This design comes from an exercise in tuning for a short achievable clock period and few clock cycles on the open sky130 flow, not from production work. Function was checked by simulation only, so behaviour that the tests miss may differ from the original. Power is estimated from default activity; no workload was simulated.

==> flow/design.v (excerpt) <==
module catv_riscv #(
  parameter logic [31:0] BOOT_ADDR = 32'h0000_2000
) (
  input logic         clk_i,
  input logic         rst_ni,
  output logic [31:0] insn_addr_o,
  output logic        insn_valid_o,
  input logic         insn_ready_i,
  input logic [31:0]  insn_data_i,
  input logic         insn_rvalid_i,
  output logic [31:0] data_addr_o,
  output logic        data_wen_o,
  output logic [31:0] data_wdata_o,
  input logic         data_rvalid_i,
  input logic [31:0]  data_rdata_i,
  output logic [3:0]  data_strb_o,
  output logic        data_valid_o,
  input logic         data_ready_i,
  input logic [19:0]  hartid_i
);
  localparam int CAP = 4;  
  localparam int NBTB = 8;  
  logic [31:0] fpcx_q;        
  logic [31:0] fpo_q;         
  logic [31:0] fpc_n;
  logic        kill_pend_n;
  logic [31:0] fpc;
  logic        fvalid_q;
  logic        kill_pend_q;    
  logic [2:0]  oq_cnt_q;
  logic [3:0]  oq_iq_cnt_q;  
  logic [31:0] oq_pc_q   [0:CAP-1];
  logic [CAP-1:0] oq_kill_q;
  logic [CAP-1:0] oq_pred_q;  
  logic [2:0]  oq_bidx_q [0:CAP-1];
  logic [NBTB-1:0] btb_v_q;
  logic [29:0] btb_tag_q [0:NBTB-1];
  logic [29:0] btb_tgt_q [0:NBTB-1];
  logic [2:0]  btb_ptr_q;
  logic [2:0]  iq_cnt_q;
  logic [1:0]  iq_head_q, iq_tail_q;
  logic [31:0] iq_insn_q [0:CAP-1];
  logic [31:0] iq_pc_q   [0:CAP-1];
  logic [CAP-1:0] iq_pred_q;
  logic [2:0]  iq_bidx_q [0:CAP-1];
  logic        e_valid_q;
  logic        e_redir_done_q;
  logic [31:0] e_a_q, e_b_q, e_sdata_q, e_link_q;
  logic [4:0]  e_rd_q;
  logic        e_we_q, e_load_q, e_store_q, e_br_q, e_jal_q, e_jalr_q, e_pred_q, e_link_sel_q;
  logic [2:0]  e_f3_q;
  logic        e_ceq_q, e_clt_q, e_cltu_q, e_kx_q, e_npm_q;
  logic [31:0] e_pc_q;
  logic        e_bhit_q;
  logic [2:0]  e_bidx_q;
  logic        e_sub_q;
  logic        e_fn_add_q, e_fn_sll_q, e_fn_slt_q, e_fn_sltu_q, e_fn_xor_q,
               e_fn_srl_q, e_fn_or_q, e_fn_and_q, e_sra_q;
  logic        m_valid_q;
  logic [31:0] m_res_q, m_sdata_q;
  logic [31:0] m_addr_q;  
  logic [4:0]  m_rd_q;
  ...
Settings: LEC_CHECK=0, ABC_CLOCK_PERIOD_IN_PS=2500, CAP_MARGIN=35, CELL_PAD_IN_SITES_DETAIL_PLACEMENT=1, CORE_MARGIN=2, CORE_UTILIZATION=35, PLACE_DENSITY=0.5, SETUP_SLACK_MARGIN=5, SLEW_MARGIN=35; clock period 12.5 ns.
standard.sh (not shown) runs the stock make flow with config.mk's settings and CLKGATE_MAP_FILE= SYNTH_SCRIPT=/design/flow/synth_recipe.tcl, a recipe that flattens the netlist after the stock synthesis.
==> flow/flow/run.sh <==
#!/bin/bash
set -euo pipefail
MARGIN=${MARGIN:-8.5}
sed -e "s/SETUP_SLACK_MARGIN=[0-9.]*/SETUP_SLACK_MARGIN=${MARGIN}/" standard.sh > standard_margin.sh
grep -q "SETUP_SLACK_MARGIN=${MARGIN}" standard_margin.sh
bash standard_margin.sh > make.log 2>&1
Testbench counts at the start, summed over its fixed seeds: cycles 112,634.
Edit:
--- a/flow/design.v
+++ b/flow/design.v
@@ -135,22 +135,44 @@
     fwd = ({32{p[0]}} & r) | ({32{p[1]}} & m) | ({32{p[2]}} & w) |
           ({32{p[3]}} & wb) | ({32{p[4]}} & wb2);
   endfunction
   assign ea  = fwd(e_pa_q, e_a_q,     m_res_q, w_res_q, wb_val_q, wb2_val_q);
   assign eb  = fwd(e_pb_q, e_b_q,     m_res_q, w_res_q, wb_val_q, wb2_val_q);
   assign esd = fwd(e_ps_q, e_sdata_q, m_res_q, w_res_q, wb_val_q, wb2_val_q);
+  function automatic logic [32:0] add32(input logic [31:0] x, input logic [31:0] y,
+                                        input logic cin);
+    logic [31:0] g, p, gg, pp, g2, p2;
+    g    = x & y;
+    p    = x ^ y;
+    gg   = g;
+    gg[0] = g[0] | (p[0] & cin);
+    pp   = p;
+    for (int d = 1; d < 32; d = d * 2) begin
+      g2 = gg;
+      p2 = pp;
+      for (int i = d; i < 32; i++) begin
+        g2[i] = gg[i] | (pp[i] & gg[i-d]);
+        p2[i] = pp[i] & pp[i-d];
+      end
+      gg = g2;
+      pp = p2;
+    end
+    add32 = {gg[31], p ^ {gg[30:0], cin}};
+  endfunction
   logic [31:0] sum, sll_r, srl_r, alu_res, e_res;
   logic [32:0] srl_x;
+  logic [32:0] diff;
   logic        eq, lt, ltu, taken;
-  assign sum   = ea + (eb ^ {32{e_sub_q}}) + {31'b0, e_sub_q};
+  assign sum   = add32(ea, eb ^ {32{e_sub_q}}, e_sub_q);
+  assign diff  = add32(ea, ~eb, 1'b1);  
   assign sll_r = ea << eb[4:0];
   assign srl_x = $signed({e_sra_q & ea[31], ea}) >>> eb[4:0];
   assign srl_r = srl_x[31:0];
   assign eq    = ea == eb;
-  assign lt    = $signed(ea) < $signed(eb);
-  assign ltu   = ea < eb;
+  assign ltu   = ~diff[32];
+  assign lt    = (ea[31] ^ eb[31]) ? ea[31] : diff[31];
   assign alu_res = ({32{e_fn_add_q}}  & sum)
                  | ({32{e_fn_sll_q}}  & sll_r)
                  | ({32{e_fn_slt_q}}  & {31'b0, lt})
                  | ({32{e_fn_sltu_q}} & {31'b0, ltu})
                  | ({32{e_fn_xor_q}}  & (ea ^ eb))
                  | ({32{e_fn_srl_q}}  & srl_r)
Clock skew went down by 18 ps.
Routed wire length grows by about 2.2%.
Final cell count came out lower by about 0.6%.
Sequential power barely changes.
Hold slack gets worse by 6.7 ps.
Testbench counts after the change, summed over its fixed seeds: cycles 112,634.

==> separate check: timing with driven ports <==
Ports are ideal in the flow. The routed layouts listed here were re-timed in OpenROAD. Step 1 assumes that a clkbuf_16 drives the clock port and a buf_2 every other input. Step 2 moves the port delays by t, midway between the first and last clock arrival at a register: inputs arrive t later, outputs are due t later. That takes back most of the time a late clock gives input paths. Slacks: no drivers / after step 1 / after step 2; pairs: no drivers / after step 1.
run	t, ns	slack for setup (ns)	hold slack, ns	slew at the worst register clock pin (ns)	pins driven straight from the clock port
the first run	1.071	7.595 / 7.559 / 6.487	0.342 / 0.342 / 0.342	0.08 / 0.08	1
the second run	1.063	6.595 / 6.595 / 6.098	0.336 / 0.336 / 0.336	0.08 / 0.08	1
After both steps setup and hold are still met in every run listed. The setup slack of the first run, which loses most, moves by -0.036 ns with the drivers and by -1.108 ns with both steps.
